What follows belongs to an exercise in optimizing a design on an open flow for small area, a short achievable clock period and few clock cycles; a production flow would make more cautious choices. Function was checked by simulation only, so behaviour that the tests miss may differ from the original. Power figures rest on the tool's default switching activity, not on a simulated workload.

==> flow/design.v <==
module tpp_top (
    input         axi_aclk,
    input         axi_resetn,
    input  [63:0] tpp_reg0_in,
    input  [63:0] tpp_reg1_in,
    input  [63:0] tpp_reg2_in,
    output [63:0] tpp_reg0_out,
    output [63:0] tpp_reg1_out,
    output [63:0] tpp_reg2_out,
    output [63:0] tpp_reg3_out,
    output [63:0] tpp_reg4_out,
    output [63:0] tpp_reg5_out,
    output [63:0] tpp_reg6_out,
    output [63:0] tpp_reg7_out,
    output [255:0] m_axis_tdata,
    output [31:0]  m_axis_tstrb,
    output [127:0] m_axis_tuser,
    output         m_axis_tvalid,
    input          m_axis_tready,
    output         m_axis_tlast,
    input  [255:0] s_axis_tdata,
    input  [31:0]  s_axis_tstrb,
    input  [127:0] s_axis_tuser,
    input          s_axis_tvalid,
    output         s_axis_tready,
    input          s_axis_tlast
);
   localparam [63:0] REG3_DEFAULT = 64'd160000;
   wire acc = axi_resetn & s_axis_tvalid & m_axis_tready;
   assign s_axis_tready = m_axis_tready;
   assign m_axis_tvalid = s_axis_tvalid;
   assign m_axis_tstrb  = s_axis_tstrb;
   assign m_axis_tuser  = s_axis_tuser;
   assign m_axis_tlast  = s_axis_tlast;
   assign m_axis_tdata[255:64] = s_axis_tdata[255:64];
   reg p0, p1, p2, w3;
   reg use_ld;                  
   reg [7:0]  rsel;             
   reg [15:0] asel;             
   reg        st;               
   reg        cond;             
   reg [1:0]  isel, jsel;       
   wire [7:0] op = s_axis_tdata[7:0];
   wire op0 = op == 8'd0;
   wire op1 = op == 8'd1;
   wire op2 = op == 8'd2;
   wire op3 = op == 8'd3;
   wire op4 = op == 8'd4;
   wire op5 = op == 8'd5;
   wire [2:0] r_in = op4 ? s_axis_tdata[18:16] : s_axis_tdata[10:8];
   wire [3:0] a_in = op5 ? s_axis_tdata[19:16] : s_axis_tdata[11:8];
   always @(posedge axi_aclk) begin
      if (~axi_resetn) begin
         p0 <= 1'b1;
         p1 <= 1'b0;
         p2 <= 1'b0;
         w3 <= 1'b0;
         use_ld <= 1'b0;
      end else if (acc) begin
         p0 <= s_axis_tlast;
         p1 <= p0 & ~s_axis_tlast;
         p2 <= p1 & ~s_axis_tlast;
         w3 <= p2 & ~s_axis_tlast;
         use_ld <= p2 & ~s_axis_tlast & (op0 | op1);
      end
   end
   always @(posedge axi_aclk) begin
      if (acc & p2) begin
         rsel <= (op0 | op2 | op4) ? (8'd1 << r_in) : 8'd0;
         asel <= (op1 | op3 | op5) ? (16'd1 << a_in) : 16'd0;
         st   <= op2 | op3 | op4 | op5;
         cond <= op4 | op5;
         isel <= s_axis_tdata[9:8];
         jsel <= (op4 | op5) ? s_axis_tdata[13:12] : 2'd0;
      end
   end
   wire [63:0] lane_i = s_axis_tdata[64*isel +: 64];
   wire [63:0] lane_j = s_axis_tdata[64*jsel +: 64];
   wire do_st = acc & w3 & st & (~cond | (lane_i == lane_j));
   reg [63:0] wd;
   reg [7:3]  wen_r;
   reg [15:0] wen_m;
   always @(posedge axi_aclk) begin
      wd    <= lane_j;
      wen_r <= do_st ? rsel[7:3] : 5'd0;
      wen_m <= do_st ? asel : 16'd0;
   end
   reg [63:0] r0, r1, r2, r3, r4, r5, r6, r7;
   always @(posedge axi_aclk) begin
      r0 <= axi_resetn ? tpp_reg0_in : 64'd0;
      r1 <= axi_resetn ? tpp_reg1_in : 64'd0;
      r2 <= axi_resetn ? tpp_reg2_in : 64'd0;
   end
   wire [63:0] wd_z = wd & {64{axi_resetn}};
   wire [63:0] wd_3 = (wd & {64{axi_resetn}}) | (REG3_DEFAULT & {64{~axi_resetn}});
   always @(posedge axi_aclk) begin
      if (wen_r[3] | ~axi_resetn) r3 <= wd_3;
      if (wen_r[4] | ~axi_resetn) r4 <= wd_z;
      if (wen_r[5] | ~axi_resetn) r5 <= wd_z;
      if (wen_r[6] | ~axi_resetn) r6 <= wd_z;
      if (wen_r[7] | ~axi_resetn) r7 <= wd_z;
   end
   assign tpp_reg0_out = r0;
   assign tpp_reg1_out = r1;
   assign tpp_reg2_out = r2;
   assign tpp_reg3_out = r3;
   assign tpp_reg4_out = r4;
   assign tpp_reg5_out = r5;
   assign tpp_reg6_out = r6;
   assign tpp_reg7_out = r7;
   reg [1023:0] mem;
   integer k;
   always @(posedge axi_aclk) begin
      for (k = 0; k < 16; k = k + 1)
         if (wen_m[k]) mem[64*k +: 64] <= wd;
   end
   reg [63:0] ld_data;
   always @(*) begin
      ld_data = ({64{rsel[0]}} & r0) | ({64{rsel[1]}} & r1) |
                ({64{rsel[2]}} & r2) | ({64{rsel[3]}} & r3) |
                ({64{rsel[4]}} & r4) | ({64{rsel[5]}} & r5) |
                ({64{rsel[6]}} & r6) | ({64{rsel[7]}} & r7);
      for (k = 0; k < 16; k = k + 1)
         ld_data = ld_data | ({64{asel[k]}} & mem[64*k +: 64]);
   end
   assign m_axis_tdata[63:0] = use_ld ? ld_data : s_axis_tdata[63:0];
endmodule
==> flow/config.mk <==
export PLATFORM = sky130hd
export DESIGN_NAME = tpp_top
export DESIGN_NICKNAME = tpp_top
export VERILOG_FILES = /design/flow/design.v
export SDC_FILE = /design/flow/constraint.sdc
export NUM_CORES = 4
export LEC_CHECK = 0
export CAP_MARGIN = 20
export CORE_AREA = 4 4 536 536
export DIE_AREA = 0 0 540 540
export PLACE_DENSITY = 0.6
export SLEW_MARGIN = 20
==> flow/constraint.sdc <==
create_clock -name core_clock -period 6.0 [get_ports {axi_aclk}]
set_input_delay 1.2000 -clock core_clock [delete_from_list [all_inputs] [get_ports {axi_aclk}]]
set_output_delay 1.2000 -clock core_clock [all_outputs]
set_load 0.01 [all_outputs]
run.sh (not shown) runs the stock make flow with config.mk's settings and CLKGATE_MAP_FILE= SYNTH_SCRIPT=/design/flow/synth_recipe.tcl, a recipe that flattens the netlist after the stock synthesis.
Testbench counts at the start, summed over its fixed seeds: cycles 16,624.
Then changed:
--- a/flow/design.v
+++ b/flow/design.v
@@ -92,12 +92,18 @@
       r2 <= axi_resetn ? tpp_reg2_in : 64'd0;
    end
-   wire [63:0] wd_z = wd & {64{axi_resetn}};
-   wire [63:0] wd_3 = (wd & {64{axi_resetn}}) | (REG3_DEFAULT & {64{~axi_resetn}});
    always @(posedge axi_aclk) begin
-      if (wen_r[3] | ~axi_resetn) r3 <= wd_3;
-      if (wen_r[4] | ~axi_resetn) r4 <= wd_z;
-      if (wen_r[5] | ~axi_resetn) r5 <= wd_z;
-      if (wen_r[6] | ~axi_resetn) r6 <= wd_z;
-      if (wen_r[7] | ~axi_resetn) r7 <= wd_z;
+      if (~axi_resetn) begin
+         r3 <= REG3_DEFAULT;
+         r4 <= 64'd0;
+         r5 <= 64'd0;
+         r6 <= 64'd0;
+         r7 <= 64'd0;
+      end else begin
+         if (wen_r[3]) r3 <= wd;
+         if (wen_r[4]) r4 <= wd;
+         if (wen_r[5]) r5 <= wd;
+         if (wen_r[6]) r6 <= wd;
+         if (wen_r[7]) r7 <= wd;
+      end
    end
    assign tpp_reg0_out = r0;
Die area stays the same.
Clock-buffer cell count grows by 11.
First-iteration DRC count falls by roughly a tenth.
Sequential cell count stays the same.
Clock power rises by a few percent.
Testbench counts after the change, summed over its fixed seeds: cycles 16,624.

[port drivers added, routing unchanged]
No port has a modelled driver above. Below, the same layouts with a new extraction and two added sets of constraints. Step 1 sets driving cells, clkbuf_16 on the clock port and buf_2 on the other inputs (assumed; they add their load-dependent delay and slew). Step 2 moves the port delays by t, midway between the first and last clock arrival at a register: inputs arrive t later, outputs are due t later. That takes back most of the time a late clock gives input paths. Three values: ideal, step 1, step 2; two values: the first two.
run | t (ns) | setup WS [ns] | worst register clock-pin slew, ns
the first run | 0.888 | 0.345 / 0.275 / 1.002 | 0.07 / 0.07
the second run | 0.916 | 0.727 / 0.654 / 1.072 | 0.08 / 0.08
After both steps every run listed still meets setup and hold.
